Source: an optimization exercise on an open RTL-to-GDS flow (aim: small area and a short achievable clock period). Production flows keep margins and buffers that such runs may drop. Where RTL was checked, it was by simulation tests only, not by an equivalence proof against the original. No functional check of the RTL was part of run 2. Power and IR drop assume default switching activity.

## flow/design.v (module list and top-level ports; edited modules follow where they fit)
// module alu: 1076 lines
module alu # ( parameter WIDTH = 16, CMD_WIDTH = 4 ) (
	input clk, rst,
	input CE,
	input CIN,
	input mode,
	input [1:0] INP_INVALID,
	input [ CMD_WIDTH-1 :0] CMD,
	input [ WIDTH-1 :0] opa,
	input [ WIDTH-1 :0] opb,
	output reg ERR, OFLOW, g , l, e, cout,
	output reg [ 2 * WIDTH :0] RES
);
  // ...
==> flow/flow/run.sh <==
#!/bin/bash
# The standard layout (the standard.sh, all of its steps), with these changes:
#  - synthesis: Yosys's synth command also gets -noabc, so its quick generic
#    ABC pass does not rewrite the full adders before extract_fa maps them (that
#    pass leaves an inverter between most pairs of adder cells); and ORFS's
#    technology-mapping ABC call runs flow/abc_map.script instead of
#    abc_area.script (same mapping, without ABC's own buffering).  Everything
#    else in the synthesis is ORFS's synth.tcl and synth_recipe.tcl unchanged
#    (-nofsm -noshare, flatten, renames).
#  - placement: buffer_ports uses sky130_fd_sc_hd__buf_1 for the port buffers
#    instead of the delay cell it picks by default; every input and output port
#    still gets its own buffer.
# The make output is kept in standard.log.
set -euo pipefail
here="$PWD"
grep -q 'log_cmd abc {\*}\$abc_args' "$FLOW_HOME/scripts/synth.tcl"
sed "s|log_cmd abc {\*}\$abc_args|log_cmd abc -script $here/flow/abc_map.script {*}[lrange \$abc_args 2 end]|" \
  "$FLOW_HOME/scripts/synth.tcl" > synth_body.tcl
{
  echo 'proc synth {args} { yosys synth -nofsm -noshare -noabc {*}$args }'
  echo "source $here/synth_body.tcl"
  tail -n +3 synth_recipe.tcl
} > synth_own.tcl
bash standard.sh SYNTH_SCRIPT="$here/synth_own.tcl" \
  BUFFER_PORTS_ARGS="-buffer_cell sky130_fd_sc_hd__buf_1" finish > standard.log 2>&1
==> flow/flow/abc_map.script <==
strash
dch
map
topo
stime -c
upsize -c
dnsize -c
==> flow/standard.sh <==
#!/bin/bash
# synth_recipe.tcl (not shown) runs the flow's synth.tcl, then flattens the netlist and writes it again
# the make line also repeats each setting of config.mk as NAME=value (left out here)
make -C /OpenROAD-flow-scripts/flow DESIGN_CONFIG=/design/flow/config.mk WORK_HOME=/design/flow/orfs CLKGATE_MAP_FILE= SYNTH_SCRIPT=/design/flow/synth_recipe.tcl "${@:-finish}"
==> flow/config.mk <==
export PLATFORM = sky130hd
export DESIGN_NAME = alu
export DESIGN_NICKNAME = alu
export VERILOG_FILES = /design/flow/design.v
export SDC_FILE = /design/flow/constraint.sdc
export NUM_CORES = 4
export LEC_CHECK = 0
export ABC_AREA = 1
export CAP_MARGIN = 20
export CORE_MARGIN = 2
export CORE_UTILIZATION = 40
export GPL_TIMING_DRIVEN = 0
export SLEW_MARGIN = 20
==> flow/constraint.sdc <==
create_clock -name core_clock -period 9.0 [get_ports {clk}]
set_input_delay 1.8000 -clock core_clock [delete_from_list [all_inputs] [get_ports {clk}]]
set_output_delay 1.8000 -clock core_clock [all_outputs]
set_load 0.01 [all_outputs]
==> reports/metrics.cfg, run 1 <==
[floorplan]
core.rowCount=62
die_y_um=174.9

[timing]
setup_violations=0
slew_violations=0
period_needed_ps=8733

[routing]
post_drt_wl_per_cell_um=24.32
antenna_left=0

[setup_path]
critical_path_class=in -> reg
startpoint=CMD[3]
r2r_end=RES[18]
crit_required_ps=9190
rr_startpoint=RES[18]
critical_path.top_delay_family=adder cells
setup.worst_path.end_class=flip-flop
crit_path_frequent_cell=fa_1
crit_cells=26
endpoint=RES[26]

[synth]
synth-seq-area-share_pct=8.358
synth_xor_area_share_pct=1.575
yosys-top-cells-count=322 x nor2_1, 246 x fa_1, 151 x nand2_1
synthCells=1334
ys.warnings.count=1
yosys_most_used_dff=dfrtp_1
synth_top_area_cell=fa_1
syn_avg_cell_area_um2=8.753
synth.most_common_cell=nor2_1

[cells_and_area]
sh_seq_area_pct=7.117
dominant_cells=multi-input gates
nMultiInputCombCells=1209
largest_reg_flops=33
final_cells=1878

[clock_network]
clk_latency_ps=300
ctsHoldBuffers=0

[worst_hold_path]
hold_class=reg -> reg

[outcome]
status=no timing/DRC/antenna violations

[global_routing]
grtUsageMet2_pct=49.97
grt_pass1_wl_um=71150

[pwr]
intPower_mw=0.4348
p_seq_share_pct=25.0
p_comb_share_pct=45.0
powerDensity_nw_per_um2=55.89
swShare_pct=43.27

[placement]
pre_cts_ws_ps=-1843
dp_hpwl_um=33630

[run]
drv_cap=0

==> run 2: changes to the inputs <==
--- a/flow/design.v
+++ b/flow/design.v
@@ -60,6 +60,5 @@
                          dec[9], dec[10], dec[11], dec[12], dec[13], dec[14], dec[15], dec[0]};
-    wire [15:0] onehot = ({16{op_rol}} & dec) | ({16{op_ror}} & dec_r) |
-                         {op_shra, 13'd0, op_shla, 1'b0};
-    wire [15:0] m  = op_smul ? {a[14:0], 1'b0} : a;
-    wire [15:0] q  = ({16{op_mul}} & b) | onehot;
+    wire gmul = CMD[3] & ~CMD[2] & (CMD[1] ^ CMD[0]);
+    wire [15:0] m  = CMD[1] ? {a[14:0], 1'b0} : a;
+    wire [15:0] q  = mode ? ({16{gmul}} & b) : (CMD[0] ? dec_r : dec);
     wire ena  = op_add | op_sub | op_addc | op_subc | op_cmp | op_amul | op_sig | op_inca | op_deca;
@@ -332,100 +331,100 @@
   wire pp15_15 = q[15] & m[15];
-  wire s1 = r1[11] ^ r2[11];
-  wire c2 = r1[11] & r2[11];
-  wire s3 = r1[12] ^ r2[12] ^ pp0_12;
-  wire c4 = (r1[12] & r2[12]) | (r1[12] & pp0_12) | (r2[12] & pp0_12);
-  wire s5 = pp10_2 ^ pp11_1;
-  wire c6 = pp10_2 & pp11_1;
-  wire s7 = r1[13] ^ r2[13] ^ pp0_13;
-  wire c8 = (r1[13] & r2[13]) | (r1[13] & pp0_13) | (r2[13] & pp0_13);
-  wire s9 = pp10_3 ^ pp11_2 ^ pp12_1;
-  wire c10 = (pp10_3 & pp11_2) | (pp10_3 & pp12_1) | (pp11_2 & pp12_1);
-  wire s11 = pp13_0 ^ pp1_12;
-  wire c12 = pp13_0 & pp1_12;
-  wire s13 = r1[14] ^ r2[14] ^ pp0_14;
-  wire c14 = (r1[14] & r2[14]) | (r1[14] & pp0_14) | (r2[14] & pp0_14);
-  wire s15 = pp10_4 ^ pp11_3 ^ pp12_2;
-  wire c16 = (pp10_4 & pp11_3) | (pp10_4 & pp12_2) | (pp11_3 & pp12_2);
-  wire s17 = pp13_1 ^ pp14_0 ^ pp1_13;
-  wire c18 = (pp13_1 & pp14_0) | (pp13_1 & pp1_13) | (pp14_0 & pp1_13);
-  wire s19 = pp2_12 ^ pp3_11;
-  wire c20 = pp2_12 & pp3_11;
-  wire s21 = r1[15] ^ r2[15] ^ pp0_15;
-  wire c22 = (r1[15] & r2[15]) | (r1[15] & pp0_15) | (r2[15] & pp0_15);
-  wire s23 = pp10_5 ^ pp11_4 ^ pp12_3;
-  wire c24 = (pp10_5 & pp11_4) | (pp10_5 & pp12_3) | (pp11_4 & pp12_3);
-  wire s25 = pp13_2 ^ pp14_1 ^ pp15_0;
-  wire c26 = (pp13_2 & pp14_1) | (pp13_2 & pp15_0) | (pp14_1 & pp15_0);
-  wire s27 = pp1_14 ^ pp2_13 ^ pp3_12;
-  wire c28 = (pp1_14 & pp2_13) | (pp1_14 & pp3_12) | (pp2_13 & pp3_12);
-  wire s29 = pp4_11 ^ pp5_10;
-  wire c30 = pp4_11 & pp5_10;
-  wire s31 = ext16 ^ pp10_6 ^ pp11_5;
-  wire c32 = (ext16 & pp10_6) | (ext16 & pp11_5) | (pp10_6 & pp11_5);
-  wire s33 = pp12_4 ^ pp13_3 ^ pp14_2;
-  wire c34 = (pp12_4 & pp13_3) | (pp12_4 & pp14_2) | (pp13_3 & pp14_2);
-  wire s35 = pp15_1 ^ pp1_15 ^ pp2_14;
-  wire c36 = (pp15_1 & pp1_15) | (pp15_1 & pp2_14) | (pp1_15 & pp2_14);
-  wire s37 = pp3_13 ^ pp4_12 ^ pp5_11;
-  wire c38 = (pp3_13 & pp4_12) | (pp3_13 & pp5_11) | (pp4_12 & pp5_11);
-  wire s39 = exthi ^ pp10_7 ^ pp11_6;
-  wire c40 = (exthi & pp10_7) | (exthi & pp11_6) | (pp10_7 & pp11_6);
-  wire s41 = pp12_5 ^ pp13_4 ^ pp14_3;
-  wire c42 = (pp12_5 & pp13_4) | (pp12_5 & pp14_3) | (pp13_4 & pp14_3);
-  wire s43 = pp15_2 ^ pp2_15 ^ pp3_14;
-  wire c44 = (pp15_2 & pp2_15) | (pp15_2 & pp3_14) | (pp2_15 & pp3_14);
-  wire s45 = exthi ^ pp10_8 ^ pp11_7;
-  wire c46 = (exthi & pp10_8) | (exthi & pp11_7) | (pp10_8 & pp11_7);
-  wire s47 = pp12_6 ^ pp13_5 ^ pp14_4;
-  wire c48 = (pp12_6 & pp13_5) | (pp12_6 & pp14_4) | (pp13_5 & pp14_4);
-  wire s49 = exthi ^ pp10_9 ^ pp11_8;
-  wire c50 = (exthi & pp10_9) | (exthi & pp11_8) | (pp10_9 & pp11_8);
-  wire s51 = r1[7] ^ r2[7];
-  wire c52 = r1[7] & r2[7];
-  wire s53 = r1[8] ^ r2[8] ^ pp0_8;
-  wire c54 = (r1[8] & r2[8]) | (r1[8] & pp0_8) | (r2[8] & pp0_8);
-  wire s55 = pp1_7 ^ pp2_6;
-  wire c56 = pp1_7 & pp2_6;
-  wire s57 = r1[9] ^ r2[9] ^ pp0_9;
-  wire c58 = (r1[9] & r2[9]) | (r1[9] & pp0_9) | (r2[9] & pp0_9);
-  wire s59 = pp1_8 ^ pp2_7 ^ pp3_6;
-  wire c60 = (pp1_8 & pp2_7) | (pp1_8 & pp3_6) | (pp2_7 & pp3_6);
-  wire s61 = pp4_5 ^ pp5_4;
-  wire c62 = pp4_5 & pp5_4;
-  wire s63 = r1[10] ^ r2[10] ^ pp0_10;
-  wire c64 = (r1[10] & r2[10]) | (r1[10] & pp0_10) | (r2[10] & pp0_10);
-  wire s65 = pp10_0 ^ pp1_9 ^ pp2_8;
-  wire c66 = (pp10_0 & pp1_9) | (pp10_0 & pp2_8) | (pp1_9 & pp2_8);
-  wire s67 = pp3_7 ^ pp4_6 ^ pp5_5;
-  wire c68 = (pp3_7 & pp4_6) | (pp3_7 & pp5_5) | (pp4_6 & pp5_5);
-  wire s69 = pp6_4 ^ pp7_3;
-  wire c70 = pp6_4 & pp7_3;
-  wire s71 = pp0_11 ^ pp10_1 ^ pp11_0;
-  wire c72 = (pp0_11 & pp10_1) | (pp0_11 & pp11_0) | (pp10_1 & pp11_0);
-  wire s73 = pp1_10 ^ pp2_9 ^ pp3_8;
-  wire c74 = (pp1_10 & pp2_9) | (pp1_10 & pp3_8) | (pp2_9 & pp3_8);
-  wire s75 = pp4_7 ^ pp5_6 ^ pp6_5;
-  wire c76 = (pp4_7 & pp5_6) | (pp4_7 & pp6_5) | (pp5_6 & pp6_5);
-  wire s77 = pp7_4 ^ pp8_3 ^ pp9_2;
-  wire c78 = (pp7_4 & pp8_3) | (pp7_4 & pp9_2) | (pp8_3 & pp9_2);
-  wire s79 = pp12_0 ^ pp1_11 ^ pp2_10;
-  wire c80 = (pp12_0 & pp1_11) | (pp12_0 & pp2_10) | (pp1_11 & pp2_10);
-  wire s81 = pp3_9 ^ pp4_8 ^ pp5_7;
-  wire c82 = (pp3_9 & pp4_8) | (pp3_9 & pp5_7) | (pp4_8 & pp5_7);
-  wire s83 = pp6_6 ^ pp7_5 ^ pp8_4;
-  wire c84 = (pp6_6 & pp7_5) | (pp6_6 & pp8_4) | (pp7_5 & pp8_4);
-  wire s85 = pp9_3 ^ c2 ^ s5;
-  wire c86 = (pp9_3 & c2) | (pp9_3 & s5) | (c2 & s5);
-  wire s87 = pp2_11 ^ pp3_10 ^ pp4_9;
-  wire c88 = (pp2_11 & pp3_10) | (pp2_11 & pp4_9) | (pp3_10 & pp4_9);
-  wire s89 = pp5_8 ^ pp6_7 ^ pp7_6;
-  wire c90 = (pp5_8 & pp6_7) | (pp5_8 & pp7_6) | (pp6_7 & pp7_6);
-  wire s91 = pp8_5 ^ pp9_4 ^ c6;
-  wire c92 = (pp8_5 & pp9_4) | (pp8_5 & c6) | (pp9_4 & c6);
+  wire s1 = pp0_11 ^ pp10_1;
+  wire c2 = pp0_11 & pp10_1;
+  wire s3 = pp0_12 ^ pp10_2 ^ pp11_1;
+  wire c4 = (pp0_12 & pp10_2) | (pp0_12 & pp11_1) | (pp10_2 & pp11_1);
+  wire s5 = pp12_0 ^ pp1_11;
+  wire c6 = pp12_0 & pp1_11;
+  wire s7 = pp0_13 ^ pp10_3 ^ pp11_2;
+  wire c8 = (pp0_13 & pp10_3) | (pp0_13 & pp11_2) | (pp10_3 & pp11_2);
+  wire s9 = pp12_1 ^ pp13_0 ^ pp1_12;
+  wire c10 = (pp12_1 & pp13_0) | (pp12_1 & pp1_12) | (pp13_0 & pp1_12);
+  wire s11 = pp2_11 ^ pp3_10;
+  wire c12 = pp2_11 & pp3_10;
+  wire s13 = pp0_14 ^ pp10_4 ^ pp11_3;
+  wire c14 = (pp0_14 & pp10_4) | (pp0_14 & pp11_3) | (pp10_4 & pp11_3);
+  wire s15 = pp12_2 ^ pp13_1 ^ pp14_0;
+  wire c16 = (pp12_2 & pp13_1) | (pp12_2 & pp14_0) | (pp13_1 & pp14_0);
+  wire s17 = pp1_13 ^ pp2_12 ^ pp3_11;
+  wire c18 = (pp1_13 & pp2_12) | (pp1_13 & pp3_11) | (pp2_12 & pp3_11);
+  wire s19 = pp4_10 ^ pp5_9;
+  wire c20 = pp4_10 & pp5_9;
+  wire s21 = pp10_5 ^ pp11_4 ^ pp12_3;
+  wire c22 = (pp10_5 & pp11_4) | (pp10_5 & pp12_3) | (pp11_4 & pp12_3);
+  wire s23 = pp13_2 ^ pp14_1 ^ pp15_0;
+  wire c24 = (pp13_2 & pp14_1) | (pp13_2 & pp15_0) | (pp14_1 & pp15_0);
+  wire s25 = pp1_14 ^ pp2_13 ^ pp3_12;
+  wire c26 = (pp1_14 & pp2_13) | (pp1_14 & pp3_12) | (pp2_13 & pp3_12);
+  wire s27 = pp4_11 ^ pp5_10 ^ pp6_9;
+  wire c28 = (pp4_11 & pp5_10) | (pp4_11 & pp6_9) | (pp5_10 & pp6_9);
+  wire s29 = pp7_8 ^ pp8_7;
+  wire c30 = pp7_8 & pp8_7;
+  wire s31 = pp10_6 ^ pp11_5 ^ pp12_4;
+  wire c32 = (pp10_6 & pp11_5) | (pp10_6 & pp12_4) | (pp11_5 & pp12_4);
+  wire s33 = pp13_3 ^ pp14_2 ^ pp15_1;
+  wire c34 = (pp13_3 & pp14_2) | (pp13_3 & pp15_1) | (pp14_2 & pp15_1);
+  wire s35 = pp2_14 ^ pp3_13 ^ pp4_12;
+  wire c36 = (pp2_14 & pp3_13) | (pp2_14 & pp4_12) | (pp3_13 & pp4_12);
+  wire s37 = pp5_11 ^ pp6_10 ^ pp7_9;
+  wire c38 = (pp5_11 & pp6_10) | (pp5_11 & pp7_9) | (pp6_10 & pp7_9);
+  wire s39 = pp10_7 ^ pp11_6 ^ pp12_5;
+  wire c40 = (pp10_7 & pp11_6) | (pp10_7 & pp12_5) | (pp11_6 & pp12_5);
+  wire s41 = pp13_4 ^ pp14_3 ^ pp15_2;
+  wire c42 = (pp13_4 & pp14_3) | (pp13_4 & pp15_2) | (pp14_3 & pp15_2);
+  wire s43 = pp3_14 ^ pp4_13 ^ pp5_12;
+  wire c44 = (pp3_14 & pp4_13) | (pp3_14 & pp5_12) | (pp4_13 & pp5_12);
+  wire s45 = pp10_8 ^ pp11_7 ^ pp12_6;
+  wire c46 = (pp10_8 & pp11_7) | (pp10_8 & pp12_6) | (pp11_7 & pp12_6);
+  wire s47 = pp13_5 ^ pp14_4 ^ pp15_3;
+  wire c48 = (pp13_5 & pp14_4) | (pp13_5 & pp15_3) | (pp14_4 & pp15_3);
+  wire s49 = pp10_9 ^ pp11_8 ^ pp12_7;
+  wire c50 = (pp10_9 & pp11_8) | (pp10_9 & pp12_7) | (pp11_8 & pp12_7);
+  wire s51 = pp0_7 ^ pp1_6;
+  wire c52 = pp0_7 & pp1_6;
+  wire s53 = pp0_8 ^ pp1_7 ^ pp2_6;
+  wire c54 = (pp0_8 & pp1_7) | (pp0_8 & pp2_6) | (pp1_7 & pp2_6);
+  wire s55 = pp3_5 ^ pp4_4;
+  wire c56 = pp3_5 & pp4_4;
+  wire s57 = pp0_9 ^ pp1_8 ^ pp2_7;
+  wire c58 = (pp0_9 & pp1_8) | (pp0_9 & pp2_7) | (pp1_8 & pp2_7);
+  wire s59 = pp3_6 ^ pp4_5 ^ pp5_4;
+  wire c60 = (pp3_6 & pp4_5) | (pp3_6 & pp5_4) | (pp4_5 & pp5_4);
+  wire s61 = pp6_3 ^ pp7_2;
+  wire c62 = pp6_3 & pp7_2;
+  wire s63 = pp0_10 ^ pp10_0 ^ pp1_9;
+  wire c64 = (pp0_10 & pp10_0) | (pp0_10 & pp1_9) | (pp10_0 & pp1_9);
+  wire s65 = pp2_8 ^ pp3_7 ^ pp4_6;
+  wire c66 = (pp2_8 & pp3_7) | (pp2_8 & pp4_6) | (pp3_7 & pp4_6);
+  wire s67 = pp5_5 ^ pp6_4 ^ pp7_3;
+  wire c68 = (pp5_5 & pp6_4) | (pp5_5 & pp7_3) | (pp6_4 & pp7_3);
+  wire s69 = pp8_2 ^ pp9_1;
+  wire c70 = pp8_2 & pp9_1;
+  wire s71 = pp11_0 ^ pp1_10 ^ pp2_9;
+  wire c72 = (pp11_0 & pp1_10) | (pp11_0 & pp2_9) | (pp1_10 & pp2_9);
+  wire s73 = pp3_8 ^ pp4_7 ^ pp5_6;
+  wire c74 = (pp3_8 & pp4_7) | (pp3_8 & pp5_6) | (pp4_7 & pp5_6);
+  wire s75 = pp6_5 ^ pp7_4 ^ pp8_3;
+  wire c76 = (pp6_5 & pp7_4) | (pp6_5 & pp8_3) | (pp7_4 & pp8_3);
+  wire s77 = pp9_2 ^ r1[11] ^ r2[11];
+  wire c78 = (pp9_2 & r1[11]) | (pp9_2 & r2[11]) | (r1[11] & r2[11]);
+  wire s79 = pp2_10 ^ pp3_9 ^ pp4_8;
+  wire c80 = (pp2_10 & pp3_9) | (pp2_10 & pp4_8) | (pp3_9 & pp4_8);
+  wire s81 = pp5_7 ^ pp6_6 ^ pp7_5;
+  wire c82 = (pp5_7 & pp6_6) | (pp5_7 & pp7_5) | (pp6_6 & pp7_5);
+  wire s83 = pp8_4 ^ pp9_3 ^ r1[12];
+  wire c84 = (pp8_4 & pp9_3) | (pp8_4 & r1[12]) | (pp9_3 & r1[12]);
+  wire s85 = r2[12] ^ c2 ^ s5;
+  wire c86 = (r2[12] & c2) | (r2[12] & s5) | (c2 & s5);
+  wire s87 = pp4_9 ^ pp5_8 ^ pp6_7;
+  wire c88 = (pp4_9 & pp5_8) | (pp4_9 & pp6_7) | (pp5_8 & pp6_7);
+  wire s89 = pp7_6 ^ pp8_5 ^ pp9_4;
+  wire c90 = (pp7_6 & pp8_5) | (pp7_6 & pp9_4) | (pp8_5 & pp9_4);
+  wire s91 = r1[13] ^ r2[13] ^ c6;
+  wire c92 = (r1[13] & r2[13]) | (r1[13] & c6) | (r2[13] & c6);
   wire s93 = s11 ^ c4 ^ s7;
   wire c94 = (s11 & c4) | (s11 & s7) | (c4 & s7);
-  wire s95 = pp4_10 ^ pp5_9 ^ pp6_8;
-  wire c96 = (pp4_10 & pp5_9) | (pp4_10 & pp6_8) | (pp5_9 & pp6_8);
-  wire s97 = pp7_7 ^ pp8_6 ^ pp9_5;
-  wire c98 = (pp7_7 & pp8_6) | (pp7_7 & pp9_5) | (pp8_6 & pp9_5);
+  wire s95 = pp6_8 ^ pp7_7 ^ pp8_6;
+  wire c96 = (pp6_8 & pp7_7) | (pp6_8 & pp8_6) | (pp7_7 & pp8_6);
+  wire s97 = pp9_5 ^ r1[14] ^ r2[14];
+  wire c98 = (pp9_5 & r1[14]) | (pp9_5 & r2[14]) | (r1[14] & r2[14]);
   wire s99 = c12 ^ s19 ^ c10;
@@ -434,6 +433,6 @@
   wire c102 = (c8 & s13) | (c8 & s15) | (s13 & s15);
-  wire s103 = pp6_9 ^ pp7_8 ^ pp8_7;
-  wire c104 = (pp6_9 & pp7_8) | (pp6_9 & pp8_7) | (pp7_8 & pp8_7);
-  wire s105 = pp9_6 ^ c20 ^ s29;
-  wire c106 = (pp9_6 & c20) | (pp9_6 & s29) | (c20 & s29);
+  wire s103 = pp9_6 ^ r1[15] ^ r2[15];
+  wire c104 = (pp9_6 & r1[15]) | (pp9_6 & r2[15]) | (r1[15] & r2[15]);
+  wire s105 = c20 ^ pp0_15 ^ s29;
+  wire c106 = (c20 & pp0_15) | (c20 & s29) | (pp0_15 & s29);
   wire s107 = c14 ^ c16 ^ c18;
@@ -442,6 +441,6 @@
   wire c110 = (s21 & s23) | (s21 & s25) | (s23 & s25);
-  wire s111 = pp6_10 ^ pp7_9 ^ pp8_8;
-  wire c112 = (pp6_10 & pp7_9) | (pp6_10 & pp8_8) | (pp7_9 & pp8_8);
-  wire s113 = pp9_7 ^ c30 ^ c22;
-  wire c114 = (pp9_7 & c30) | (pp9_7 & c22) | (c30 & c22);
+  wire s111 = pp8_8 ^ pp9_7 ^ ext16;
+  wire c112 = (pp8_8 & pp9_7) | (pp8_8 & ext16) | (pp9_7 & ext16);
+  wire s113 = c30 ^ pp1_15 ^ c22;
+  wire c114 = (c30 & pp1_15) | (c30 & c22) | (pp1_15 & c22);
   wire s115 = c24 ^ c26 ^ c28;
@@ -450,6 +449,6 @@
   wire c118 = (s31 & s33) | (s31 & s35) | (s33 & s35);
-  wire s119 = pp4_13 ^ pp5_12 ^ pp6_11;
-  wire c120 = (pp4_13 & pp5_12) | (pp4_13 & pp6_11) | (pp5_12 & pp6_11);
-  wire s121 = pp7_10 ^ pp8_9 ^ pp9_8;
-  wire c122 = (pp7_10 & pp8_9) | (pp7_10 & pp9_8) | (pp8_9 & pp9_8);
+  wire s119 = pp6_11 ^ pp7_10 ^ pp8_9;
+  wire c120 = (pp6_11 & pp7_10) | (pp6_11 & pp8_9) | (pp7_10 & pp8_9);
+  wire s121 = pp9_8 ^ exthi ^ pp2_15;
+  wire c122 = (pp9_8 & exthi) | (pp9_8 & pp2_15) | (exthi & pp2_15);
   wire s123 = c32 ^ c34 ^ c36;
@@ -458,70 +457,70 @@
   wire c126 = (c38 & s39) | (c38 & s41) | (s39 & s41);
-  wire s127 = pp15_3 ^ pp3_15 ^ pp4_14;
-  wire c128 = (pp15_3 & pp3_15) | (pp15_3 & pp4_14) | (pp3_15 & pp4_14);
-  wire s129 = pp5_13 ^ pp6_12 ^ pp7_11;
-  wire c130 = (pp5_13 & pp6_12) | (pp5_13 & pp7_11) | (pp6_12 & pp7_11);
-  wire s131 = pp8_10 ^ pp9_9 ^ c40;
-  wire c132 = (pp8_10 & pp9_9) | (pp8_10 & c40) | (pp9_9 & c40);
+  wire s127 = pp4_14 ^ pp5_13 ^ pp6_12;
+  wire c128 = (pp4_14 & pp5_13) | (pp4_14 & pp6_12) | (pp5_13 & pp6_12);
+  wire s129 = pp7_11 ^ pp8_10 ^ pp9_9;
+  wire c130 = (pp7_11 & pp8_10) | (pp7_11 & pp9_9) | (pp8_10 & pp9_9);
+  wire s131 = exthi ^ pp3_15 ^ c40;
+  wire c132 = (exthi & pp3_15) | (exthi & c40) | (pp3_15 & c40);
   wire s133 = c42 ^ c44 ^ s45;
   wire c134 = (c42 & c44) | (c42 & s45) | (c44 & s45);
-  wire s135 = pp12_7 ^ pp13_6 ^ pp14_5;
-  wire c136 = (pp12_7 & pp13_6) | (pp12_7 & pp14_5) | (pp13_6 & pp14_5);
-  wire s137 = pp15_4 ^ pp4_15 ^ pp5_14;
-  wire c138 = (pp15_4 & pp4_15) | (pp15_4 & pp5_14) | (pp4_15 & pp5_14);
-  wire s139 = pp6_13 ^ pp7_12 ^ pp8_11;
-  wire c140 = (pp6_13 & pp7_12) | (pp6_13 & pp8_11) | (pp7_12 & pp8_11);
-  wire s141 = pp9_10 ^ c46 ^ c48;
-  wire c142 = (pp9_10 & c46) | (pp9_10 & c48) | (c46 & c48);
-  wire s143 = exthi ^ pp10_10 ^ pp11_9;
-  wire c144 = (exthi & pp10_10) | (exthi & pp11_9) | (pp10_10 & pp11_9);
-  wire s145 = pp12_8 ^ pp13_7 ^ pp14_6;
-  wire c146 = (pp12_8 & pp13_7) | (pp12_8 & pp14_6) | (pp13_7 & pp14_6);
-  wire s147 = pp15_5 ^ pp5_15 ^ pp6_14;
-  wire c148 = (pp15_5 & pp5_15) | (pp15_5 & pp6_14) | (pp5_15 & pp6_14);
-  wire s149 = pp7_13 ^ pp8_12 ^ pp9_11;
-  wire c150 = (pp7_13 & pp8_12) | (pp7_13 & pp9_11) | (pp8_12 & pp9_11);
-  wire s151 = exthi ^ pp10_11 ^ pp11_10;
-  wire c152 = (exthi & pp10_11) | (exthi & pp11_10) | (pp10_11 & pp11_10);
-  wire s153 = pp12_9 ^ pp13_8 ^ pp14_7;
-  wire c154 = (pp12_9 & pp13_8) | (pp12_9 & pp14_7) | (pp13_8 & pp14_7);
-  wire s155 = pp15_6 ^ pp6_15 ^ pp7_14;
-  wire c156 = (pp15_6 & pp6_15) | (pp15_6 & pp7_14) | (pp6_15 & pp7_14);
-  wire s157 = exthi ^ pp10_12 ^ pp11_11;
-  wire c158 = (exthi & pp10_12) | (exthi & pp11_11) | (pp10_12 & pp11_11);
-  wire s159 = pp12_10 ^ pp13_9 ^ pp14_8;
-  wire c160 = (pp12_10 & pp13_9) | (pp12_10 & pp14_8) | (pp13_9 & pp14_8);
-  wire s161 = exthi ^ pp10_13 ^ pp11_12;
-  wire c162 = (exthi & pp10_13) | (exthi & pp11_12) | (pp10_13 & pp11_12);
-  wire s163 = r1[4] ^ r2[4];
-  wire c164 = r1[4] & r2[4];
-  wire s165 = r1[5] ^ r2[5] ^ pp0_5;
-  wire c166 = (r1[5] & r2[5]) | (r1[5] & pp0_5) | (r2[5] & pp0_5);
-  wire s167 = pp1_4 ^ pp2_3;
-  wire c168 = pp1_4 & pp2_3;
-  wire s169 = r1[6] ^ r2[6] ^ pp0_6;
-  wire c170 = (r1[6] & r2[6]) | (r1[6] & pp0_6) | (r2[6] & pp0_6);
-  wire s171 = pp1_5 ^ pp2_4 ^ pp3_3;
-  wire c172 = (pp1_5 & pp2_4) | (pp1_5 & pp3_3) | (pp2_4 & pp3_3);
-  wire s173 = pp4_2 ^ pp5_1;
-  wire c174 = pp4_2 & pp5_1;
-  wire s175 = pp0_7 ^ pp1_6 ^ pp2_5;
-  wire c176 = (pp0_7 & pp1_6) | (pp0_7 & pp2_5) | (pp1_6 & pp2_5);
-  wire s177 = pp3_4 ^ pp4_3 ^ pp5_2;
-  wire c178 = (pp3_4 & pp4_3) | (pp3_4 & pp5_2) | (pp4_3 & pp5_2);
-  wire s179 = pp6_1 ^ pp7_0 ^ s51;
-  wire c180 = (pp6_1 & pp7_0) | (pp6_1 & s51) | (pp7_0 & s51);
-  wire s181 = pp3_5 ^ pp4_4 ^ pp5_3;
-  wire c182 = (pp3_5 & pp4_4) | (pp3_5 & pp5_3) | (pp4_4 & pp5_3);
-  wire s183 = pp6_2 ^ pp7_1 ^ pp8_0;
-  wire c184 = (pp6_2 & pp7_1) | (pp6_2 & pp8_0) | (pp7_1 & pp8_0);
+  wire s135 = pp13_6 ^ pp14_5 ^ pp15_4;
+  wire c136 = (pp13_6 & pp14_5) | (pp13_6 & pp15_4) | (pp14_5 & pp15_4);
+  wire s137 = pp5_14 ^ pp6_13 ^ pp7_12;
+  wire c138 = (pp5_14 & pp6_13) | (pp5_14 & pp7_12) | (pp6_13 & pp7_12);
+  wire s139 = pp8_11 ^ pp9_10 ^ exthi;
+  wire c140 = (pp8_11 & pp9_10) | (pp8_11 & exthi) | (pp9_10 & exthi);
+  wire s141 = pp4_15 ^ c46 ^ c48;
+  wire c142 = (pp4_15 & c46) | (pp4_15 & c48) | (c46 & c48);
+  wire s143 = pp10_10 ^ pp11_9 ^ pp12_8;
+  wire c144 = (pp10_10 & pp11_9) | (pp10_10 & pp12_8) | (pp11_9 & pp12_8);
+  wire s145 = pp13_7 ^ pp14_6 ^ pp15_5;
+  wire c146 = (pp13_7 & pp14_6) | (pp13_7 & pp15_5) | (pp14_6 & pp15_5);
+  wire s147 = pp6_14 ^ pp7_13 ^ pp8_12;
+  wire c148 = (pp6_14 & pp7_13) | (pp6_14 & pp8_12) | (pp7_13 & pp8_12);
+  wire s149 = pp9_11 ^ exthi ^ pp5_15;
+  wire c150 = (pp9_11 & exthi) | (pp9_11 & pp5_15) | (exthi & pp5_15);
+  wire s151 = pp10_11 ^ pp11_10 ^ pp12_9;
+  wire c152 = (pp10_11 & pp11_10) | (pp10_11 & pp12_9) | (pp11_10 & pp12_9);
+  wire s153 = pp13_8 ^ pp14_7 ^ pp15_6;
+  wire c154 = (pp13_8 & pp14_7) | (pp13_8 & pp15_6) | (pp14_7 & pp15_6);
+  wire s155 = pp7_14 ^ pp8_13 ^ pp9_12;
+  wire c156 = (pp7_14 & pp8_13) | (pp7_14 & pp9_12) | (pp8_13 & pp9_12);
+  wire s157 = pp10_12 ^ pp11_11 ^ pp12_10;
+  wire c158 = (pp10_12 & pp11_11) | (pp10_12 & pp12_10) | (pp11_11 & pp12_10);
+  wire s159 = pp13_9 ^ pp14_8 ^ pp15_7;
+  wire c160 = (pp13_9 & pp14_8) | (pp13_9 & pp15_7) | (pp14_8 & pp15_7);
+  wire s161 = pp10_13 ^ pp11_12 ^ pp12_11;
+  wire c162 = (pp10_13 & pp11_12) | (pp10_13 & pp12_11) | (pp11_12 & pp12_11);
+  wire s163 = pp0_4 ^ pp1_3;
+  wire c164 = pp0_4 & pp1_3;
+  wire s165 = pp0_5 ^ pp1_4 ^ pp2_3;
+  wire c166 = (pp0_5 & pp1_4) | (pp0_5 & pp2_3) | (pp1_4 & pp2_3);
+  wire s167 = pp3_2 ^ pp4_1;
+  wire c168 = pp3_2 & pp4_1;
+  wire s169 = pp0_6 ^ pp1_5 ^ pp2_4;
+  wire c170 = (pp0_6 & pp1_5) | (pp0_6 & pp2_4) | (pp1_5 & pp2_4);
+  wire s171 = pp3_3 ^ pp4_2 ^ pp5_1;
+  wire c172 = (pp3_3 & pp4_2) | (pp3_3 & pp5_1) | (pp4_2 & pp5_1);
+  wire s173 = pp6_0 ^ r1[6];
+  wire c174 = pp6_0 & r1[6];
+  wire s175 = pp2_5 ^ pp3_4 ^ pp4_3;
+  wire c176 = (pp2_5 & pp3_4) | (pp2_5 & pp4_3) | (pp3_4 & pp4_3);
+  wire s177 = pp5_2 ^ pp6_1 ^ pp7_0;
+  wire c178 = (pp5_2 & pp6_1) | (pp5_2 & pp7_0) | (pp6_1 & pp7_0);
+  wire s179 = r1[7] ^ r2[7] ^ s51;
+  wire c180 = (r1[7] & r2[7]) | (r1[7] & s51) | (r2[7] & s51);
+  wire s181 = pp5_3 ^ pp6_2 ^ pp7_1;
+  wire c182 = (pp5_3 & pp6_2) | (pp5_3 & pp7_1) | (pp6_2 & pp7_1);
+  wire s183 = pp8_0 ^ r1[8] ^ r2[8];
+  wire c184 = (pp8_0 & r1[8]) | (pp8_0 & r2[8]) | (r1[8] & r2[8]);
   wire s185 = c52 ^ s55 ^ s53;
   wire c186 = (c52 & s55) | (c52 & s53) | (s55 & s53);
-  wire s187 = pp6_3 ^ pp7_2 ^ pp8_1;
-  wire c188 = (pp6_3 & pp7_2) | (pp6_3 & pp8_1) | (pp7_2 & pp8_1);
-  wire s189 = pp9_0 ^ c56 ^ s61;
-  wire c190 = (pp9_0 & c56) | (pp9_0 & s61) | (c56 & s61);
+  wire s187 = pp8_1 ^ pp9_0 ^ r1[9];
+  wire c188 = (pp8_1 & pp9_0) | (pp8_1 & r1[9]) | (pp9_0 & r1[9]);
+  wire s189 = r2[9] ^ c56 ^ s61;
+  wire c190 = (r2[9] & c56) | (r2[9] & s61) | (c56 & s61);
   wire s191 = c54 ^ s57 ^ s59;
   wire c192 = (c54 & s57) | (c54 & s59) | (s57 & s59);
-  wire s193 = pp8_2 ^ pp9_1 ^ c62;
-  wire c194 = (pp8_2 & pp9_1) | (pp8_2 & c62) | (pp9_1 & c62);
+  wire s193 = r1[10] ^ r2[10] ^ c62;
+  wire c194 = (r1[10] & r2[10]) | (r1[10] & c62) | (r2[10] & c62);
   wire s195 = s69 ^ c58 ^ c60;
@@ -538,10 +537,10 @@
   wire c206 = (c72 & c74) | (c72 & c76) | (c74 & c76);
-  wire s207 = c78 ^ s3 ^ s79;
-  wire c208 = (c78 & s3) | (c78 & s79) | (s3 & s79);
-  wire s209 = s81 ^ s83 ^ s85;
-  wire c210 = (s81 & s83) | (s81 & s85) | (s83 & s85);
-  wire s211 = c80 ^ c82 ^ c84;
-  wire c212 = (c80 & c82) | (c80 & c84) | (c82 & c84);
-  wire s213 = s87 ^ s89 ^ s9;
-  wire c214 = (s87 & s89) | (s87 & s9) | (s89 & s9);
+  wire s207 = s3 ^ s79 ^ s81;
+  wire c208 = (s3 & s79) | (s3 & s81) | (s79 & s81);
+  wire s209 = c78 ^ s83 ^ s85;
+  wire c210 = (c78 & s83) | (c78 & s85) | (s83 & s85);
+  wire s211 = c80 ^ c82 ^ s87;
+  wire c212 = (c80 & c82) | (c80 & s87) | (c82 & s87);
+  wire s213 = s89 ^ s9 ^ c84;
+  wire c214 = (s89 & s9) | (s89 & c84) | (s9 & c84);
   wire s215 = s91 ^ c86 ^ s93;
@@ -550,14 +549,14 @@
   wire c218 = (c88 & c90) | (c88 & s17) | (c90 & s17);
-  wire s219 = s95 ^ s97 ^ c92;
-  wire c220 = (s95 & s97) | (s95 & c92) | (s97 & c92);
+  wire s219 = s95 ^ c92 ^ s97;
+  wire c220 = (s95 & c92) | (s95 & s97) | (c92 & s97);
   wire s221 = c94 ^ s99 ^ s101;
   wire c222 = (c94 & s99) | (c94 & s101) | (s99 & s101);
-  wire s223 = c96 ^ c98 ^ s103;
-  wire c224 = (c96 & c98) | (c96 & s103) | (c98 & s103);
-  wire s225 = s27 ^ s105 ^ c100;
-  wire c226 = (s27 & s105) | (s27 & c100) | (s105 & c100);
+  wire s223 = c96 ^ s27 ^ c98;
+  wire c224 = (c96 & s27) | (c96 & c98) | (s27 & c98);
+  wire s225 = s103 ^ s105 ^ c100;
+  wire c226 = (s103 & s105) | (s103 & c100) | (s105 & c100);
   wire s227 = c102 ^ s107 ^ s109;
   wire c228 = (c102 & s107) | (c102 & s109) | (s107 & s109);
-  wire s229 = c104 ^ s111 ^ s37;
-  wire c230 = (c104 & s111) | (c104 & s37) | (s111 & s37);
+  wire s229 = s37 ^ c104 ^ s111;
+  wire c230 = (s37 & c104) | (s37 & s111) | (c104 & s111);
   wire s231 = c106 ^ c108 ^ c110;
@@ -566,12 +565,12 @@
   wire c234 = (s113 & s115) | (s113 & s117) | (s115 & s117);
-  wire s235 = c112 ^ s119 ^ s121;
-  wire c236 = (c112 & s119) | (c112 & s121) | (s119 & s121);
-  wire s237 = s43 ^ c114 ^ c116;
-  wire c238 = (s43 & c114) | (s43 & c116) | (c114 & c116);
+  wire s235 = s119 ^ s43 ^ c112;
+  wire c236 = (s119 & s43) | (s119 & c112) | (s43 & c112);
+  wire s237 = s121 ^ c114 ^ c116;
+  wire c238 = (s121 & c114) | (s121 & c116) | (c114 & c116);
   wire s239 = c118 ^ s123 ^ s125;
   wire c240 = (c118 & s123) | (c118 & s125) | (s123 & s125);
-  wire s241 = c120 ^ c122 ^ s127;
-  wire c242 = (c120 & c122) | (c120 & s127) | (c122 & s127);
-  wire s243 = s129 ^ s47 ^ c124;
-  wire c244 = (s129 & s47) | (s129 & c124) | (s47 & c124);
+  wire s241 = c120 ^ s127 ^ s129;
+  wire c242 = (c120 & s127) | (c120 & s129) | (s127 & s129);
+  wire s243 = s47 ^ c122 ^ c124;
+  wire c244 = (s47 & c122) | (s47 & c124) | (c122 & c124);
   wire s245 = c126 ^ s131 ^ s133;
@@ -580,62 +579,62 @@
   wire c248 = (c128 & c130) | (c128 & s135) | (c130 & s135);
-  wire s249 = s137 ^ s139 ^ s49;
-  wire c250 = (s137 & s139) | (s137 & s49) | (s139 & s49);
+  wire s249 = s137 ^ s49 ^ s139;
+  wire c250 = (s137 & s49) | (s137 & s139) | (s49 & s139);
   wire s251 = c132 ^ c134 ^ s141;
   wire c252 = (c132 & c134) | (c132 & s141) | (c134 & s141);
-  wire s253 = c136 ^ c138 ^ c140;
-  wire c254 = (c136 & c138) | (c136 & c140) | (c138 & c140);
-  wire s255 = c50 ^ s143 ^ s145;
-  wire c256 = (c50 & s143) | (c50 & s145) | (s143 & s145);
-  wire s257 = s147 ^ s149 ^ c142;
-  wire c258 = (s147 & s149) | (s147 & c142) | (s149 & c142);
-  wire s259 = pp8_13 ^ pp9_12 ^ c144;
-  wire c260 = (pp8_13 & pp9_12) | (pp8_13 & c144) | (pp9_12 & c144);
-  wire s261 = c146 ^ c148 ^ c150;
-  wire c262 = (c146 & c148) | (c146 & c150) | (c148 & c150);
-  wire s263 = s151 ^ s153 ^ s155;
-  wire c264 = (s151 & s153) | (s151 & s155) | (s153 & s155);
-  wire s265 = pp15_7 ^ pp7_15 ^ pp8_14;
-  wire c266 = (pp15_7 & pp7_15) | (pp15_7 & pp8_14) | (pp7_15 & pp8_14);
-  wire s267 = pp9_13 ^ c152 ^ c154;
-  wire c268 = (pp9_13 & c152) | (pp9_13 & c154) | (c152 & c154);
+  wire s253 = c136 ^ c138 ^ c50;
+  wire c254 = (c136 & c138) | (c136 & c50) | (c138 & c50);
+  wire s255 = s143 ^ s145 ^ s147;
+  wire c256 = (s143 & s145) | (s143 & s147) | (s145 & s147);
+  wire s257 = c140 ^ s149 ^ c142;
+  wire c258 = (c140 & s149) | (c140 & c142) | (s149 & c142);
+  wire s259 = exthi ^ pp6_15 ^ c144;
+  wire c260 = (exthi & pp6_15) | (exthi & c144) | (pp6_15 & c144);
+  wire s261 = c146 ^ c148 ^ s151;
+  wire c262 = (c146 & c148) | (c146 & s151) | (c148 & s151);
+  wire s263 = s153 ^ s155 ^ c150;
+  wire c264 = (s153 & s155) | (s153 & c150) | (s155 & c150);
+  wire s265 = pp8_14 ^ pp9_13 ^ exthi;
+  wire c266 = (pp8_14 & pp9_13) | (pp8_14 & exthi) | (pp9_13 & exthi);
+  wire s267 = pp7_15 ^ c152 ^ c154;
+  wire c268 = (pp7_15 & c152) | (pp7_15 & c154) | (c152 & c154);
   wire s269 = c156 ^ s157 ^ s159;
   wire c270 = (c156 & s157) | (c156 & s159) | (s157 & s159);
-  wire s271 = pp12_11 ^ pp13_10 ^ pp14_9;
-  wire c272 = (pp12_11 & pp13_10) | (pp12_11 & pp14_9) | (pp13_10 & pp14_9);
-  wire s273 = pp15_8 ^ pp8_15 ^ pp9_14;
-  wire c274 = (pp15_8 & pp8_15) | (pp15_8 & pp9_14) | (pp8_15 & pp9_14);
+  wire s271 = pp13_10 ^ pp14_9 ^ pp15_8;
+  wire c272 = (pp13_10 & pp14_9) | (pp13_10 & pp15_8) | (pp14_9 & pp15_8);
+  wire s273 = pp9_14 ^ exthi ^ pp8_15;
+  wire c274 = (pp9_14 & exthi) | (pp9_14 & pp8_15) | (exthi & pp8_15);
   wire s275 = c158 ^ c160 ^ s161;
   wire c276 = (c158 & c160) | (c158 & s161) | (c160 & s161);
-  wire s277 = exthi ^ pp10_14 ^ pp11_13;
-  wire c278 = (exthi & pp10_14) | (exthi & pp11_13) | (pp10_14 & pp11_13);
-  wire s279 = pp12_12 ^ pp13_11 ^ pp14_10;
-  wire c280 = (pp12_12 & pp13_11) | (pp12_12 & pp14_10) | (pp13_11 & pp14_10);
-  wire s281 = pp15_9 ^ pp9_15 ^ c162;
-  wire c282 = (pp15_9 & pp9_15) | (pp15_9 & c162) | (pp9_15 & c162);
-  wire s283 = exthi ^ pp10_15 ^ pp11_14;
-  wire c284 = (exthi & pp10_15) | (exthi & pp11_14) | (pp10_15 & pp11_14);
-  wire s285 = pp12_13 ^ pp13_12 ^ pp14_11;
-  wire c286 = (pp12_13 & pp13_12) | (pp12_13 & pp14_11) | (pp13_12 & pp14_11);
-  wire s287 = exthi ^ pp11_15 ^ pp12_14;
-  wire c288 = (exthi & pp11_15) | (exthi & pp12_14) | (pp11_15 & pp12_14);
-  wire s289 = r1[2] ^ r2[2];
-  wire c290 = r1[2] & r2[2];
-  wire s291 = r1[3] ^ r2[3] ^ pp0_3;
-  wire c292 = (r1[3] & r2[3]) | (r1[3] & pp0_3) | (r2[3] & pp0_3);
-  wire s293 = pp1_2 ^ pp2_1;
-  wire c294 = pp1_2 & pp2_1;
-  wire s295 = pp0_4 ^ pp1_3 ^ pp2_2;
-  wire c296 = (pp0_4 & pp1_3) | (pp0_4 & pp2_2) | (pp1_3 & pp2_2);
-  wire s297 = pp3_1 ^ pp4_0 ^ s163;
-  wire c298 = (pp3_1 & pp4_0) | (pp3_1 & s163) | (pp4_0 & s163);
-  wire s299 = pp3_2 ^ pp4_1 ^ pp5_0;
-  wire c300 = (pp3_2 & pp4_1) | (pp3_2 & pp5_0) | (pp4_1 & pp5_0);
+  wire s277 = pp10_14 ^ pp11_13 ^ pp12_12;
+  wire c278 = (pp10_14 & pp11_13) | (pp10_14 & pp12_12) | (pp11_13 & pp12_12);
+  wire s279 = pp13_11 ^ pp14_10 ^ pp15_9;
+  wire c280 = (pp13_11 & pp14_10) | (pp13_11 & pp15_9) | (pp14_10 & pp15_9);
+  wire s281 = exthi ^ pp9_15 ^ c162;
+  wire c282 = (exthi & pp9_15) | (exthi & c162) | (pp9_15 & c162);
+  wire s283 = pp11_14 ^ pp12_13 ^ pp13_12;
+  wire c284 = (pp11_14 & pp12_13) | (pp11_14 & pp13_12) | (pp12_13 & pp13_12);
+  wire s285 = pp14_11 ^ pp15_10 ^ exthi;
+  wire c286 = (pp14_11 & pp15_10) | (pp14_11 & exthi) | (pp15_10 & exthi);
+  wire s287 = pp12_14 ^ pp13_13 ^ pp14_12;
+  wire c288 = (pp12_14 & pp13_13) | (pp12_14 & pp14_12) | (pp13_13 & pp14_12);
+  wire s289 = pp0_2 ^ pp1_1;
+  wire c290 = pp0_2 & pp1_1;
+  wire s291 = pp0_3 ^ pp1_2 ^ pp2_1;
+  wire c292 = (pp0_3 & pp1_2) | (pp0_3 & pp2_1) | (pp1_2 & pp2_1);
+  wire s293 = pp3_0 ^ r1[3];
+  wire c294 = pp3_0 & r1[3];
+  wire s295 = pp2_2 ^ pp3_1 ^ pp4_0;
+  wire c296 = (pp2_2 & pp3_1) | (pp2_2 & pp4_0) | (pp3_1 & pp4_0);
+  wire s297 = r1[4] ^ r2[4] ^ s163;
+  wire c298 = (r1[4] & r2[4]) | (r1[4] & s163) | (r2[4] & s163);
+  wire s299 = pp5_0 ^ r1[5] ^ r2[5];
+  wire c300 = (pp5_0 & r1[5]) | (pp5_0 & r2[5]) | (r1[5] & r2[5]);
   wire s301 = c164 ^ s167 ^ s165;
   wire c302 = (c164 & s167) | (c164 & s165) | (s167 & s165);
-  wire s303 = pp6_0 ^ c168 ^ s173;
-  wire c304 = (pp6_0 & c168) | (pp6_0 & s173) | (c168 & s173);
-  wire s305 = c166 ^ s169 ^ s171;
-  wire c306 = (c166 & s169) | (c166 & s171) | (s169 & s171);
-  wire s307 = c174 ^ c170 ^ c172;
-  wire c308 = (c174 & c170) | (c174 & c172) | (c170 & c172);
+  wire s303 = r2[6] ^ c168 ^ c166;
+  wire c304 = (r2[6] & c168) | (r2[6] & c166) | (c168 & c166);
+  wire s305 = s169 ^ s171 ^ s173;
+  wire c306 = (s169 & s171) | (s169 & s173) | (s171 & s173);
+  wire s307 = c170 ^ c172 ^ c174;
+  wire c308 = (c170 & c172) | (c170 & c174) | (c172 & c174);
   wire s309 = s175 ^ s177 ^ s179;
@@ -658,6 +657,6 @@
   wire c326 = (s199 & s201) | (s199 & s203) | (s201 & s203);
-  wire s327 = c200 ^ c202 ^ c204;
-  wire c328 = (c200 & c202) | (c200 & c204) | (c202 & c204);
-  wire s329 = s205 ^ s207 ^ s209;
-  wire c330 = (s205 & s207) | (s205 & s209) | (s207 & s209);
+  wire s327 = c200 ^ c202 ^ s205;
+  wire c328 = (c200 & c202) | (c200 & s205) | (c202 & s205);
+  wire s329 = s207 ^ c204 ^ s209;
+  wire c330 = (s207 & c204) | (s207 & s209) | (c204 & s209);
   wire s331 = c206 ^ c208 ^ s211;
@@ -666,8 +665,8 @@
   wire c334 = (s213 & c210) | (s213 & s215) | (c210 & s215);
-  wire s335 = c212 ^ c214 ^ s217;
-  wire c336 = (c212 & c214) | (c212 & s217) | (c214 & s217);
+  wire s335 = c212 ^ s217 ^ c214;
+  wire c336 = (c212 & s217) | (c212 & c214) | (s217 & c214);
   wire s337 = s219 ^ c216 ^ s221;
   wire c338 = (s219 & c216) | (s219 & s221) | (c216 & s221);
-  wire s339 = c218 ^ s223 ^ c220;
-  wire c340 = (c218 & s223) | (c218 & c220) | (s223 & c220);
+  wire s339 = c218 ^ c220 ^ s223;
+  wire c340 = (c218 & c220) | (c218 & s223) | (c220 & s223);
   wire s341 = s225 ^ c222 ^ s227;
@@ -682,4 +681,4 @@
   wire c350 = (c232 & c234) | (c232 & s239) | (c234 & s239);
-  wire s351 = c236 ^ s241 ^ c238;
-  wire c352 = (c236 & s241) | (c236 & c238) | (s241 & c238);
+  wire s351 = s241 ^ c236 ^ c238;
+  wire c352 = (s241 & c236) | (s241 & c238) | (c236 & c238);
   wire s353 = s243 ^ c240 ^ s245;
@@ -690,6 +689,6 @@
   wire c358 = (c244 & c246) | (c244 & s251) | (c246 & s251);
-  wire s359 = c248 ^ c250 ^ s253;
-  wire c360 = (c248 & c250) | (c248 & s253) | (c250 & s253);
-  wire s361 = s255 ^ s257 ^ c252;
-  wire c362 = (s255 & s257) | (s255 & c252) | (s257 & c252);
+  wire s359 = c248 ^ s253 ^ s255;
+  wire c360 = (c248 & s253) | (c248 & s255) | (s253 & s255);
+  wire s361 = c250 ^ s257 ^ c252;
+  wire c362 = (c250 & s257) | (c250 & c252) | (s257 & c252);
   wire s363 = c254 ^ c256 ^ s259;
@@ -700,42 +699,42 @@
   wire c368 = (s265 & c260) | (s265 & c262) | (c260 & c262);
-  wire s369 = c264 ^ s267 ^ s269;
-  wire c370 = (c264 & s267) | (c264 & s269) | (s267 & s269);
-  wire s371 = c266 ^ s271 ^ s273;
-  wire c372 = (c266 & s271) | (c266 & s273) | (s271 & s273);
+  wire s369 = s267 ^ s269 ^ c264;
+  wire c370 = (s267 & s269) | (s267 & c264) | (s269 & c264);
+  wire s371 = s271 ^ c266 ^ s273;
+  wire c372 = (s271 & c266) | (s271 & s273) | (c266 & s273);
   wire s373 = c268 ^ c270 ^ s275;
   wire c374 = (c268 & c270) | (c268 & s275) | (c270 & s275);
-  wire s375 = c272 ^ c274 ^ s277;
-  wire c376 = (c272 & c274) | (c272 & s277) | (c274 & s277);
-  wire s377 = s279 ^ c276 ^ s281;
-  wire c378 = (s279 & c276) | (s279 & s281) | (c276 & s281);
-  wire s379 = pp15_10 ^ c278 ^ c280;
-  wire c380 = (pp15_10 & c278) | (pp15_10 & c280) | (c278 & c280);
+  wire s375 = c272 ^ s277 ^ s279;
+  wire c376 = (c272 & s277) | (c272 & s279) | (s277 & s279);
+  wire s377 = c274 ^ c276 ^ s281;
+  wire c378 = (c274 & c276) | (c274 & s281) | (c276 & s281);
+  wire s379 = pp10_15 ^ c278 ^ c280;
+  wire c380 = (pp10_15 & c278) | (pp10_15 & c280) | (c278 & c280);
   wire s381 = s283 ^ s285 ^ c282;
   wire c382 = (s283 & s285) | (s283 & c282) | (s285 & c282);
-  wire s383 = pp13_13 ^ pp14_12 ^ pp15_11;
-  wire c384 = (pp13_13 & pp14_12) | (pp13_13 & pp15_11) | (pp14_12 & pp15_11);
-  wire s385 = c284 ^ c286 ^ s287;
-  wire c386 = (c284 & c286) | (c284 & s287) | (c286 & s287);
-  wire s387 = exthi ^ pp12_15 ^ pp13_14;
-  wire c388 = (exthi & pp12_15) | (exthi & pp13_14) | (pp12_15 & pp13_14);
-  wire s389 = pp14_13 ^ pp15_12 ^ c288;
-  wire c390 = (pp14_13 & pp15_12) | (pp14_13 & c288) | (pp15_12 & c288);
-  wire s391 = exthi ^ pp13_15 ^ pp14_14;
-  wire c392 = (exthi & pp13_15) | (exthi & pp14_14) | (pp13_15 & pp14_14);
-  wire s393 = cin ^ r1[0];
-  wire c394 = cin & r1[0];
-  wire s395 = r1[1] ^ r2[1] ^ pp0_1;
-  wire c396 = (r1[1] & r2[1]) | (r1[1] & pp0_1) | (r2[1] & pp0_1);
-  wire s397 = pp0_2 ^ pp1_1 ^ pp2_0;
-  wire c398 = (pp0_2 & pp1_1) | (pp0_2 & pp2_0) | (pp1_1 & pp2_0);
-  wire s399 = pp3_0 ^ c290 ^ s293;
-  wire c400 = (pp3_0 & c290) | (pp3_0 & s293) | (c290 & s293);
-  wire s401 = c294 ^ c292 ^ s295;
-  wire c402 = (c294 & c292) | (c294 & s295) | (c292 & s295);
+  wire s383 = pp15_11 ^ exthi ^ pp11_15;
+  wire c384 = (pp15_11 & exthi) | (pp15_11 & pp11_15) | (exthi & pp11_15);
+  wire s385 = c284 ^ s287 ^ c286;
+  wire c386 = (c284 & s287) | (c284 & c286) | (s287 & c286);
+  wire s387 = pp13_14 ^ pp14_13 ^ pp15_12;
+  wire c388 = (pp13_14 & pp14_13) | (pp13_14 & pp15_12) | (pp14_13 & pp15_12);
+  wire s389 = exthi ^ pp12_15 ^ c288;
+  wire c390 = (exthi & pp12_15) | (exthi & c288) | (pp12_15 & c288);
+  wire s391 = pp14_14 ^ pp15_13 ^ exthi;
+  wire c392 = (pp14_14 & pp15_13) | (pp14_14 & exthi) | (pp15_13 & exthi);
+  wire s393 = pp0_0 ^ cin;
+  wire c394 = pp0_0 & cin;
+  wire s395 = pp0_1 ^ pp1_0 ^ r1[1];
+  wire c396 = (pp0_1 & pp1_0) | (pp0_1 & r1[1]) | (pp1_0 & r1[1]);
+  wire s397 = pp2_0 ^ r1[2] ^ r2[2];
+  wire c398 = (pp2_0 & r1[2]) | (pp2_0 & r2[2]) | (r1[2] & r2[2]);
+  wire s399 = r2[3] ^ c290 ^ s291;
+  wire c400 = (r2[3] & c290) | (r2[3] & s291) | (c290 & s291);
+  wire s401 = c292 ^ c294 ^ s295;
+  wire c402 = (c292 & c294) | (c292 & s295) | (c294 & s295);
   wire s403 = c296 ^ s299 ^ c298;
   wire c404 = (c296 & s299) | (c296 & c298) | (s299 & c298);
-  wire s405 = c300 ^ s303 ^ c302;
-  wire c406 = (c300 & s303) | (c300 & c302) | (s303 & c302);
-  wire s407 = c304 ^ c306 ^ s307;
-  wire c408 = (c304 & c306) | (c304 & s307) | (c306 & s307);
+  wire s405 = c300 ^ c302 ^ s303;
+  wire c406 = (c300 & c302) | (c300 & s303) | (c302 & s303);
+  wire s407 = c304 ^ s307 ^ c306;
+  wire c408 = (c304 & s307) | (c304 & c306) | (s307 & c306);
   wire s409 = c308 ^ s311 ^ c310;
@@ -748,4 +747,4 @@
   wire c416 = (c320 & c322) | (c320 & s323) | (c322 & s323);
-  wire s417 = c324 ^ c326 ^ s327;
-  wire c418 = (c324 & c326) | (c324 & s327) | (c326 & s327);
+  wire s417 = c324 ^ s327 ^ c326;
+  wire c418 = (c324 & s327) | (c324 & c326) | (s327 & c326);
   wire s419 = c328 ^ s331 ^ c330;
@@ -764,12 +763,12 @@
   wire c432 = (s355 & c352) | (s355 & s357) | (c352 & s357);
-  wire s433 = c356 ^ s359 ^ c358;
-  wire c434 = (c356 & s359) | (c356 & c358) | (s359 & c358);
+  wire s433 = s359 ^ c356 ^ c358;
+  wire c434 = (s359 & c356) | (s359 & c358) | (c356 & c358);
   wire s435 = c360 ^ s363 ^ s365;
   wire c436 = (c360 & s363) | (c360 & s365) | (s363 & s365);
-  wire s437 = s367 ^ c364 ^ s369;
-  wire c438 = (s367 & c364) | (s367 & s369) | (c364 & s369);
-  wire s439 = s371 ^ c368 ^ c370;
-  wire c440 = (s371 & c368) | (s371 & c370) | (c368 & c370);
-  wire s441 = c372 ^ s375 ^ c374;
-  wire c442 = (c372 & s375) | (c372 & c374) | (s375 & c374);
+  wire s437 = c364 ^ s367 ^ s369;
+  wire c438 = (c364 & s367) | (c364 & s369) | (s367 & s369);
+  wire s439 = s371 ^ c368 ^ s373;
+  wire c440 = (s371 & c368) | (s371 & s373) | (c368 & s373);
+  wire s441 = s375 ^ c372 ^ c374;
+  wire c442 = (s375 & c372) | (s375 & c374) | (c372 & c374);
   wire s443 = c376 ^ s379 ^ s381;
@@ -778,16 +777,16 @@
   wire c446 = (s383 & c380) | (s383 & s385) | (c380 & s385);
-  wire s447 = c384 ^ s387 ^ c386;
-  wire c448 = (c384 & s387) | (c384 & c386) | (s387 & c386);
-  wire s449 = pp15_13 ^ c388 ^ s391;
-  wire c450 = (pp15_13 & c388) | (pp15_13 & s391) | (c388 & s391);
-  wire s451 = exthi ^ pp14_15 ^ pp15_14;
-  wire c452 = (exthi & pp14_15) | (exthi & pp15_14) | (pp14_15 & pp15_14);
-  wire s453 = r2[0] ^ pp0_0;
-  wire c454 = r2[0] & pp0_0;
-  wire s455 = pp1_0 ^ c394 ^ s395;
-  wire c456 = (pp1_0 & c394) | (pp1_0 & s395) | (c394 & s395);
+  wire s447 = s387 ^ c384 ^ s389;
+  wire c448 = (s387 & c384) | (s387 & s389) | (c384 & s389);
+  wire s449 = pp13_15 ^ c388 ^ s391;
+  wire c450 = (pp13_15 & c388) | (pp13_15 & s391) | (c388 & s391);
+  wire s451 = pp15_14 ^ exthi ^ pp14_15;
+  wire c452 = (pp15_14 & exthi) | (pp15_14 & pp14_15) | (exthi & pp14_15);
+  wire s453 = r1[0] ^ r2[0];
+  wire c454 = r1[0] & r2[0];
+  wire s455 = r2[1] ^ c394 ^ s395;
+  wire c456 = (r2[1] & c394) | (r2[1] & s395) | (c394 & s395);
   wire s457 = s289 ^ c396 ^ s397;
   wire c458 = (s289 & c396) | (s289 & s397) | (c396 & s397);
-  wire s459 = c398 ^ s291 ^ s399;
-  wire c460 = (c398 & s291) | (c398 & s399) | (s291 & s399);
+  wire s459 = s293 ^ c398 ^ s399;
+  wire c460 = (s293 & c398) | (s293 & s399) | (c398 & s399);
   wire s461 = s297 ^ c400 ^ s401;
@@ -810,4 +809,4 @@
   wire c478 = (s329 & c416) | (s329 & s417) | (c416 & s417);
-  wire s479 = c418 ^ s333 ^ s419;
-  wire c480 = (c418 & s333) | (c418 & s419) | (s333 & s419);
+  wire s479 = s333 ^ c418 ^ s419;
+  wire c480 = (s333 & c418) | (s333 & s419) | (c418 & s419);
   wire s481 = s337 ^ c420 ^ s421;
@@ -830,6 +829,6 @@
   wire c498 = (c366 & s437) | (c366 & c436) | (s437 & c436);
-  wire s499 = s373 ^ s439 ^ c438;
-  wire c500 = (s373 & s439) | (s373 & c438) | (s439 & c438);
-  wire s501 = s377 ^ c440 ^ s441;
-  wire c502 = (s377 & c440) | (s377 & s441) | (c440 & s441);
+  wire s499 = c370 ^ s439 ^ c438;
+  wire c500 = (c370 & s439) | (c370 & c438) | (s439 & c438);
+  wire s501 = s377 ^ s441 ^ c440;
+  wire c502 = (s377 & s441) | (s377 & c440) | (s441 & c440);
   wire s503 = c378 ^ s443 ^ c442;
@@ -838,4 +837,4 @@
   wire c506 = (c382 & s445) | (c382 & c444) | (s445 & c444);
-  wire s507 = s389 ^ c446 ^ s447;
-  wire c508 = (s389 & c446) | (s389 & s447) | (c446 & s447);
+  wire s507 = c386 ^ s447 ^ c446;
+  wire c508 = (c386 & s447) | (c386 & c446) | (s447 & c446);
   wire s509 = c390 ^ s449 ^ c448;
@@ -1045,3 +1044,4 @@
   assign p[32] = pp0[32] ^ g673;
-    wire z = ~|p[15:0];
+    wire [15:0] zt = {r1[14:0] | r2[14:0], cin};
+    wire z = &(~(r1 ^ r2 ^ zt));
     wire t00 = op_nand | op_nor | op_xnor | op_nota | op_notb;
@@ -1050,8 +1050,12 @@
     wire t11 = op_and  | op_or  | op_xnor;
-    wire [15:0] lut = ({16{t00}} & ~a & ~b) | ({16{t01}} & ~a & b) |
-                      ({16{t10}} & a & ~b) | ({16{t11}} & a & b);
+    wire [15:0] lut;
+    genvar gi;
+    generate for (gi = 0; gi < 16; gi = gi + 1) begin : g_lut
+        assign lut[gi] = a[gi] ? (b[gi] ? t11 : t10) : (b[gi] ? t01 : t00);
+    end endgenerate
     wire sel_p  = op_addt | op_mul;
-    wire sel_lo = sel_p | op_rol | op_ror | op_shla;
-    wire sel_hi = op_rol | op_ror | op_shra;
+    wire sel_lo = sel_p | op_rol | op_ror;
+    wire sel_hi = op_rol | op_ror;
     wire [15:0] res_lo = ({16{sel_lo}} & p[15:0]) | ({16{sel_hi}} & p[31:16]) | lut |
+                         ({16{op_shla}} & {a[14:0], 1'b0}) | ({16{op_shra}} & {1'b0, a[15:1]}) |
                          ({16{op_shlb}} & {b[14:0], 1'b0}) | ({16{op_shrb}} & {1'b0, b[15:1]});
==> flow/run.sh (new file) <==
#!/bin/bash
# synth_recipe.tcl (not shown) runs the flow's synth.tcl, then flattens the netlist and writes it again
# the make line also repeats each setting of config.mk as NAME=value (left out here)
make -C /OpenROAD-flow-scripts/flow DESIGN_CONFIG=/design/flow/config.mk WORK_HOME=/design/flow/orfs CLKGATE_MAP_FILE= SYNTH_SCRIPT=/design/flow/synth_recipe.tcl finish
--- a/flow/config.mk
+++ b/flow/config.mk
@@ -7,3 +7,2 @@
 export LEC_CHECK = 0
-export ABC_AREA = 1
 export CAP_MARGIN = 20
removed: flow/flow/run.sh
removed: flow/flow/abc_map.script
removed: flow/standard.sh
==> reports/metrics.cfg, run 2 <==
[worst_hold_path]
min_to=RES[27]
hold_depth=2
hold_class=reg -> reg

[setup_path]
r2r_end=RES[32]
setup.worst_path.end_class=flip-flop
start_kind=input pin
regToRegSetupSlack_ps=8200
crit_required_ps=9170  ; -20 ps
critical_path_class=in -> reg
rr_startpoint=RES[32]
worstPathArrival_ps=9030
r2r_cells=2

[synth]
synth.most_common_cell=inv_1
ys.warnings.count=1  ; unchanged
synthCells=1540  ; +15%
synth-seq-cells=39
synthArstFlopShare_pct=100.0
syn-cell-area_um2=13300
yosys_most_used_dff=dfrtp_1
yosys-top-cells-area=fa_1 35%, ha_1 7.7%, inv_1 7.4%, dfrtp_1 7.3%, nor2_1 6.3%
yosys-top-cells-count=262 x inv_1, 235 x fa_1, 224 x nor2_1
synth-edff-count=0
synth_cell_types=82
synth_nets=1900
synth_top_area_cell=fa_1
synth-seq-area-share_pct=7.338  ; -1.0 points
syn_avg_cell_area_um2=8.636  ; -1.3%

[cells_and_area]
syn_to_final_growth_pct=21.24
fillers=3150
layout_common_cells=248 x inv_1, 224 x fa_1, 220 x nor2_1
largest_reg_flops=33  ; unchanged
nNetsFinal=2034
regMostFlops=RES

[timing]
setup_violations=0  ; unchanged
fin_ws_ps=136.9
whs_ps=480.6
period_needed_ps=8863  ; +130.0 ps
skew_ps=0
slew_violations=0  ; unchanged
hold_violations=0

[routing]
num_vias=12250
post_drt_wl_per_cell_um=24.12  ; -0.79%
met1_length_um=20670
maxUsedRoutingLayer=met4
first_pass_iters=5
antenna_left=0  ; unchanged
drc=0
viasPerCell=5.782
met3WireLength_um=5079

[run]
drv_cap=0  ; unchanged

[floorplan]
die_w_um=186.3
initial_core_util_pct=40.77
core.rowCount=66  ; +6.5%
core_area_um2=32620
die_y_um=186.3  ; +6.6%

[placement]
pre_cts_ws_ps=-1983  ; -140.3 ps
gp_congestion=0.9657
dp_hpwl_um=39360  ; +17%

[pwr]
irDropWorstVdd_mv=0.08428
power.leakage_nw=7.139
powerDensity_nw_per_um2=76.92  ; +38%

[global_routing]
grt_pass1_wl_um=76980  ; +8.2%
grt_max_degree=31
globalRouteTotalUtil_pct=29.44

[clock_network]
cts_made_buffers=5
cts_htree_levels=2
clk_latency_ps=280  ; -20 ps
cts.clk_slew.worst_paths_ps=70
ctsHoldBuffers=0  ; unchanged
cts_tree=yes

[outcome]
status=no timing/DRC/antenna violations

## run 2: changes by cell type in the layout (fill, tap and decap cells not counted), sizes merged, moves of 55 or more
cell	before	now
nor2	327	225
nand3	89	18
clkinv	74	2
nand2	152	83
clkbuf	13	71
buf	144	89
inv	13	263
clkdlybuf4s50	0	60
## run 2: cell families (layout without fill, tap and decap cells)
logic type      Yosys count  count (layout)  share of synthesized area, %
flops                    39              39                         7.338
buf+inv                 355             490                         10.27
simple gates            491             491                         17.66
fa+ha+maj               319             319                         43.24
mux                      36              36                         4.234
compound gates          240             240                         13.30
other cells               0               1                             0
xor+xnor                 60              60                         3.951
## run 2: final cells by class
type,count,area share [%]
Clock buffer,5,0.7760
Antenna cell,1,0.01552
Buffer,87,3.849
Clock inverter,3,0.2949
Multi-Input combinational cell,1146,71.90
Timing Repair Buffer,132,7.480
Inverter,263,6.200
Tap cell,442,3.430
Sequential cell,39,6.053
## run 2: how the worst max path moves through the flow
stage | start | endpoint | cells past startpoint
2_1_floorplan | CMD[1] | RES[12] | 27
3_3_place_gp | CMD[1] | OFLOW | 31
3_5_place_dp | CMD[1] | OFLOW | 31
4_1_cts | CMD[1] | RES[12] | 28
5_1_grt | opa[5] | RES[12] | 21
6_report | opb[2] | RES[12] | 24
## run 2: worst max-delay path, stage by stage
cell and delay, ps:
clkdlybuf4s50_1 540, buf_6 170, nand2b_1 220, o22ai_2 90, a22oi_2 350, clkbuf_8 280, nor2_1 70, fa_2 360
fa_1 560, inv_2 40, fa_1 490, fa_1 560, inv_2 40, fa_1 500, fa_2 580, ha_4 220
and2_1 140, a311o_1 320, a21o_1 210, a221oi_4 400, a211oi_2 150, or3_1 380, and3_4 190, o32a_1 330
## run 2: repair_timing
action | 4_1_cts | 5_1_grt
pin swaps | 39 | 42
cloned | 1 | 1
hold endpoints to repair | 0 | 0
setup endpoints to repair | 38 | 26
resized for setup | 134 | 101
setup buffers | 39 | 23
## run 2: where the power goes
group	switching, mW	internal, mW
combinational	0.499	0.339
sequential	0.00753	0.188
clock	0.0752	0.132
## run 2: per-stage QoR
stage               util (%)  total power [mW]  std cells  TNS (ps)
global route           49.42             1.311       2117    -8.218
finish                 49.43             1.240       2118         0
detailed placement     44.99            0.9015       2050    -58170
CTS                    48.07             1.173       2094         0
floorplan                  -            0.6396       1540         0
global placement       44.80            0.8914       2047    -58820
## run 2: routing by layer
| metal | up-vias | GRT usage (%) |
|---|---|---|
| li1 | 5271 | - |
| met1 | 6220 | 39.71 |
| met2 | 618 | 46.01 |
| met3 | 138 | 7.391 |
| met4 | 0 | 10.52 |
| met5 | - | 0 |

Re-timed with assumed drivers on the ports (clkbuf_16 on the clock, buf_2 on other inputs), run 2 has 0.146 ns of setup slack against 0.137 ns with ideal ports, and -0.175 ns once port delays also move by the mid clock arrival of 0.321 ns.
